Background: an optimization exercise with open tools, aiming at small area, a short achievable clock period and few clock cycles. Do not read the settings as production practice. In this exercise RTL edits were held to simulation tests only and were not proved equivalent to the original. Power is estimated from default activity; no workload was simulated.

File: design/flow/config.mk
export PLATFORM = sky130hd
export DESIGN_NAME = calc_unit
export DESIGN_NICKNAME = calc_unit
export VERILOG_FILES = /design/flow/design.v
export SDC_FILE = /design/flow/constraint.sdc
export NUM_CORES = 4
export LEC_CHECK = 0
export CAP_MARGIN = 20
export CORE_MARGIN = 2
export CORE_UTILIZATION = 40
export PLACE_DENSITY = 0.6
export SLEW_MARGIN = 20
File: design/flow/run.sh
#!/bin/bash
# synth_recipe.tcl (not shown) runs the flow's synth.tcl, then flattens the netlist and writes it again
# the make line also repeats each setting of config.mk as NAME=value (left out here)
make -C /OpenROAD-flow-scripts/flow DESIGN_CONFIG=/design/flow/config.mk WORK_HOME=/design/flow/orfs CLKGATE_MAP_FILE= SYNTH_SCRIPT=/design/flow/synth_recipe.tcl finish
File: design/flow/design.v
`timescale 1ns / 1ps
module calc_unit(
	input clk,
	input rst,
	input start,
	input [1:0] op,
	input [63:0] a,
	input [31:0] b,
	output busy,
	output done,
	output [63:0] result,
	output err
	);
localparam S_PRE = 2'd1, S_RUN = 2'd2, S_POST = 2'd3;
reg busy_r, done_r;
reg [1:0] st;
reg [1:0] opr;
reg [31:0] R;
reg [63:0] N;
reg [31:0] D;      
reg bx;            
reg bc;            
reg [6:0] cnt;     
reg sa, sb;        
reg [8:0] fb;      
reg n63;
reg errr;
wire is_mul = (opr == 2'd2);
assign busy = busy_r;
assign done = done_r;
assign err = errr;
genvar gi;
wire [31:0] plo;
generate for (gi = 0; gi < 32; gi = gi + 1) begin : g_rev
	assign plo[gi] = N[31 - gi];
end endgenerate
assign result = is_mul ? {R[29:0], N[63:62], plo} : {N[31:0], R};
wire dz = bc & (D == 32'hffffffff);    
wire [35:0] x = {2'b00, R, N[63:62]};
wire [35:0] B1 = {{4{bx}}, D};
wire [35:0] B2 = {{3{bx}}, D, bc};
wire [35:0] u1 = x + B1 + {35'd0, bc};
wire [35:0] u2 = x + B2 + {35'd0, bc};
wire [35:0] cs_s = x ^ B1 ^ B2;
wire [35:0] cs_c = (x & B1) | (x & B2) | (B1 & B2);
wire [35:0] u3 = cs_s + {cs_c[34:0], bc} + {35'd0, bc};
wire g1 = ~u1[35], g2 = ~u2[35], g3 = ~u3[35];
wire qh = g2;
wire ql = g2 ? g3 : g1;
wire [31:0] rdiv = g2 ? (g3 ? u3[31:0] : u2[31:0]) : (g1 ? u1[31:0] : x[31:0]);
wire [35:0] umul = N[60] ? (N[61] ? u3 : u2) : (N[61] ? u1 : x);
wire [35:0] xs = {4'd0, R[23:0], N[63:56]};
wire [35:0] us = xs + B1 + {35'd0, bc};
wire skip8 = ~is_mul & (R[31:24] == 8'd0) & us[35] & (cnt >= 7'd8);
wire skip32 = ~opr[1] & cnt[6] & (N[63:32] == 32'd0) & ~dz;
wire last_dz = dz & (cnt == 7'd2) & n63;   
wire [6:0] cnt_nx = skip32 ? cnt - 7'd32 : (skip8 ? cnt - 7'd8 : cnt - 7'd2);
wire run_end = (cnt_nx == 7'd0);
wire need_post = (opr == 2'd3) | sa | sb;
wire post = (st == S_POST);
wire [32:0] neg_lo = {1'b0, ~N[31:0]} + 33'd1;
wire [31:0] neg_hi = ~(post ? R : N[63:32]) + {31'd0, post | neg_lo[32]};
wire a31 = N[57];
wire [7:0] ae = N[56:49];
wire [22:0] am = N[48:26];
wire b31 = fb[8];
wire [7:0] be = fb[7:0];
wire bm_zero = (D[22:0] == 23'h7fffff);
wire ge = N[25];
wire [22:0] mant = ge ? N[24:2] : N[23:1];
wire [7:0] fe = ae - be + 8'd127 - {7'd0, ~ge};
wire a_inf = (ae == 8'hff) & (am == 23'd0);
wire a_nan = (ae == 8'hff) & (am != 23'd0);
wire b_inf = (be == 8'hff) & bm_zero;
wire b_nan = (be == 8'hff) & ~bm_zero;
wire b_zero = ~b31 & (be == 8'd0) & bm_zero;
wire ferr = b_zero | ((ae[7] == be[7]) & (ae[7] != fe[7])) | a_nan | b_nan | (a_inf & b_inf);
wire [31:0] f = a_inf ? {a31, 8'hff, 23'd0} : (b_inf ? 32'd0 : {a31 ^ b31, fe, mant});
always @(posedge clk) begin
	if (rst) begin
		busy_r <= 1'b0;
		done_r <= 1'b0;
		st <= S_RUN;
	end
	else begin
		done_r <= 1'b0;
		if (!busy_r) begin
			if (start) begin
				busy_r <= 1'b1;
				st <= ((op == 2'd0) & a[63]) ? S_PRE : S_RUN;
			end
		end
		else begin
			case (st)
				S_PRE: st <= S_RUN;
				S_RUN: if (run_end) begin
					if (need_post) st <= S_POST;
					else begin
						busy_r <= 1'b0;
						done_r <= 1'b1;
					end
				end
				default: begin
					busy_r <= 1'b0;
					done_r <= 1'b1;
				end
			endcase
		end
	end
end
wire ld_add = (op == 2'd2) | ((op == 2'd0) & b[31]);
integer i;
always @(posedge clk) begin
	if (!busy_r) begin
		opr <= op;
		D <= ((op == 2'd3) ? {8'd0, 1'b1, b[22:0]} : b) ^ {32{~ld_add}};
		bx <= (op != 2'd2);
		bc <= ~ld_add;
		fb <= b[31:23];
		R <= (op == 2'd3) ? {9'd0, 1'b1, a[22:1]} : 32'd0;
		case (op)
			2'd3: N <= {a[0], 31'd0, a[31:0]};
			2'd2: begin
				N[63:62] <= 2'b00;
				for (i = 0; i < 32; i = i + 1) N[61 - i] <= a[i];
				N[29:0] <= a[29:0];
			end
			default: N <= a;
		endcase
		cnt <= (op == 2'd3) ? 7'd26 : ((op == 2'd2) ? 7'd32 : 7'd64);
		sa <= (op == 2'd0) & a[63];
		sb <= (op == 2'd0) & b[31];
	end
	else begin
		errr <= (opr == 2'd3) ? ferr : (~opr[1] & dz);
		case (st)
			S_PRE: N <= {neg_hi, neg_lo[31:0]};
			S_RUN: begin
				cnt <= cnt_nx;
				if (cnt[6]) n63 <= N[63];
				if (is_mul) begin
					R <= umul[35:4];
					N <= {umul[3:2], N[59:0], umul[0], umul[1]};
				end
				else if (skip32)
					N <= {N[31:0], 32'd0};
				else if (skip8) begin
					R <= {R[23:0], N[63:56]};
					N <= {N[55:0], 8'd0};
				end
				else begin
					R <= rdiv;
					N <= {N[61:0], qh, ql & ~last_dz};
				end
			end
			default: begin
				if (opr == 2'd3) begin
					R <= f;
					N[31:0] <= 32'd0;
				end
				else begin
					if (sa) R <= neg_hi;
					if (sa ^ sb) N[31:0] <= neg_lo[31:0];
				end
			end
		endcase
	end
end
endmodule
File: design/flow/constraint.sdc
create_clock -name core_clock -period 15.0 [get_ports {clk}]
set_input_delay 3.0000 -clock core_clock [delete_from_list [all_inputs] [get_ports {clk}]]
set_output_delay 3.0000 -clock core_clock [all_outputs]
set_load 0.01 [all_outputs]
==> key figures <==
Run status
  • Status: no timing/DRC/antenna violations

Clocking
  • Worst-Skew Late Latency: 0.52 ns
  • CTS Hold Bufs: 0
  • CTS tree: done
  • Post-cts resize count: 0
  • Post-CTS Setup Bufs: 0
  • Root Buffer: clkbuf_16
  • Worst-path clk slew: 0.09 ns
  • Clock sinks: 155
  • Num CTS Buffers: 17
  • H-tree depth: 4
  • CTS max path bufs: 2

Power
  • Pwr Density: 235 mW/mm^2
  • Leak: 0.00966 uW
  • Psw: 3150 uW
  • Comb power frac: 74.6%
  • Worst-case vdd ir drop: 0.122 mV
  • Sw Share: 55.6%
  • Seq pwr share: 17.4%
  • Cell-internal power: 2510 uW
  • Clock network fraction of total power: 8.0%

Placed design
  • Port-buffer cells: 167
  • Setup Slack @ Placement: 8.49 ns
  • HPWL after detailed placement: 76200 um
  • Gpl congestion: 1.00

Synth
  • Sequential element share of the synthesized area: 21.8%
  • Post-Syn Nets: 2939
  • Synthesized cell area: 0.0212 sq mm
  • Avg Cell Area, Syn: 8.04 sq um
  • Post-synthesis register bit count: 155
  • Dominant synthesized flop cell: edfxtp_1
  • Cells after synthesis: 2630
  • YS warnings: 1
  • Count of cell types in the netlist: 89
  • Asr flop ratio synth: 0%
  • Post-synth EDFFs: 151

STA
  • Unrepaired setup endpoints after global routing: false
  • Final Critical Period: 5.86 ns
  • Max Clk Rate: 0.171 GHz
  • Slew Viols, Final: 0
  • Setup-failing EPs final: 0
  • Slew margin rel.: 25.6%
  • Setup TNS: 0 ns
  • Hold WS: 0.614 ns
  • Actual slew at the worst max-slew pin: 1.12 ns
  • Final Hold Vio Count: 0
  • Clock Skews: 0.0229 ns
  • Worst Slack Setup Final: 9.14 ns
  • Fin crit share: 39.0%

Layout
  • Share of cells above drive strength 1: 6.71%
  • Most common cell after layout, fill and taps aside: nand2_1
  • Synthesis-to-finish area growth: 13.8%
  • Most frequent cells in the layout: nand2_1, a21oi_1, nor2_1
  • Final nets: 3010
  • Diodes inserted: 0

Worst setup path
  • Crit path max fanout: 71
  • Crit path capture type: primary output
  • Crit path DAT: 2.86 ns
  • WS Path Type: flop to primary output
  • Crit start category: flop
  • Crit path required time: 12.00 ns

GRT
  • Initial antenna violation count: 1
  • GRT overflow: 0
  • Vias in the first global route: 21400
  • GR Util All Layers: 36.3%
  • First-pass GRT wire length: 145000 um
  • Pin count of the biggest net entering global routing: 73

Floorplan
  • Row cnt: 84
  • Die width: 234 um
  • Initial Utilization: 40.3%
  • Core Footprint: 0.0524 sq mm
  • Io pins: 168
  • Die H: 234 um
  • Die Area: 0.0547 sq mm

Route
  • Antenna viol nets, final: 0
  • Via/cell ratio: 6.70
  • Drt pass-1 iters: 8
  • Final WL: 101000 um
  • Initial drt markers: 2669
  • # DRC: 0
  • Routed len/inst: 29.7 um
  • Vias: 22800

Flow run
  • Maxcap violations: 0

Worst hold path
  • Hold Path Class: flop to flop
## critical path, cell delays in order (launching register included)
cell and delay, ns:
edfxtp_1 0.52, nor2b_4 0.20, buf_4 0.60, nand2_1 0.22, o21ai_0 0.17, clkdlybuf4s50_1 0.63
## registers in the layout, summed over array words and instances (netlist names), 2 cells and up
signal / flops
N: 64
opr: 2
st: 2
D: 32
fb: 9
R: 32
cnt: 6
## metal layers
layer | share of wire [%] | GRT usage, %
met2 | 45 | 57.5
met1 | 39 | 47.0
met3 | 10 | 6.18
met4 | 6.0 | 20.0
met5 | 0 | 0
## power by group through the flow
stage               clock [uW]  sequential (uW)  combinational (uW)
finish                     453              986                4220
global route               464              988                4520
CTS                        453              967                4110
detailed placement           0              973                4080
global placement             0              978                4050
floorplan                    0              772                2840
## cells in the mapped netlist, types with 7 or more instances
cell	count	area share, %
a211o_1	14	0.58
a211oi_1	28	0.99
a21boi_0	9	0.32
a21o_1	52	1.8
a21oi_1	227	5.4
a221o_1	29	1.4
a221oi_1	26	1.1
a22oi_1	24	0.85
a31oi_1	17	0.50
a32oi_1	8	0.33
and2_1	14	0.41
and3_1	10	0.30
buf_1	16	0.28
buf_2	11	0.26
clkbuf_1	138	2.4
edfxtp_1	151	21
fa_1	37	3.5
ha_1	171	10
inv_1	86	1.5
mux2_2	36	1.9
mux2i_1	96	4.5
mux4_2	21	2.2
nand2_1	400	7.1
nand2b_1	20	0.59
nand3_1	59	1.4
nand4_1	36	1.1
nor2_1	191	3.4
nor2b_1	19	0.56
nor3_1	57	1.3
nor3b_1	9	0.32
nor4_1	24	0.71
o211ai_1	40	1.4
o21a_1	22	0.78
o21ai_0	155	3.7
o21ai_1	7	0.17
o21bai_1	15	0.53
o221ai_1	21	0.87
o22ai_1	10	0.30
o31ai_1	7	0.25
o32ai_1	8	0.33
or3_1	10	0.30
or4_1	11	0.39
xnor2_1	116	4.8
xor2_1	76	3.1
## logic make-up after synthesis
group	share of synthesized area (%)
and+or+nand+nor	19.0
muxes	8.70
adders and majority gates	13.6
AOI/OAI and AO/OA	24.2
buffers and inverters	4.65
xor gates and xnor gates	8.03
DFF	21.8
## stage by stage
step / instances / power (uW) / utilization [%] / instance area, sq um
2_1_floorplan: 2630 / 3620 / - / 21200
3_3_place_gp: 3370 / 5020 / 44.8 / 23500
3_5_place_dp: 3370 / 5060 / 44.8 / 23500
4_1_cts: 3402 / 5530 / 45.9 / 24100
5_1_grt: 3402 / 5970 / 45.9 / 24100
6_report: 3402 / 5660 / 45.9 / 24100
## area by class of cell
class	count	area, sq um
fillers	5132	28400
multi-input cells	2219	15600
flip-flops and latches	155	4620
repair buffers	219	2060
well taps	688	861
clock buffers	17	425
inverters	89	335
clock inverters	15	126
## worst paths after layout
kind / from / slack (ns) / end / cells after the start
hold reg to reg: st[0] / 0.61 / st[0] / 2
setup / recovery: opr[1] / 9.14 / result[32] / 5
setup reg to reg: R[1] / 9.25 / N[0] / 13
hold / removal: st[0] / 0.61 / st[0] / 2
Testbench counts, summed over its fixed seeds: cycles 51,910.

-- re-timing with driven ports --
How much do the figures lean on ideal ports? The routed layout below was timed once more, with nothing changed but the port constraints. Step 1 assumes that a clkbuf_16 drives the clock port and a buf_2 every other input. Step 2 moves the port delays by t, midway between the first and last clock arrival at a register: inputs arrive t later, outputs are due t later. That takes back most of the time a late clock gives input paths. Slacks: no drivers / after step 1 / after step 2; pairs: no drivers / after step 1.
t (ns): 0.569
setup WS [ns]: 9.144 / 9.081 / 8.750
hold slack, ns: 0.614 / 0.614 / 0.614
After both steps setup and hold are still met in this run. For this run, drivers alone change the setup slack by -0.063 ns; drivers and shift together by -0.394 ns.
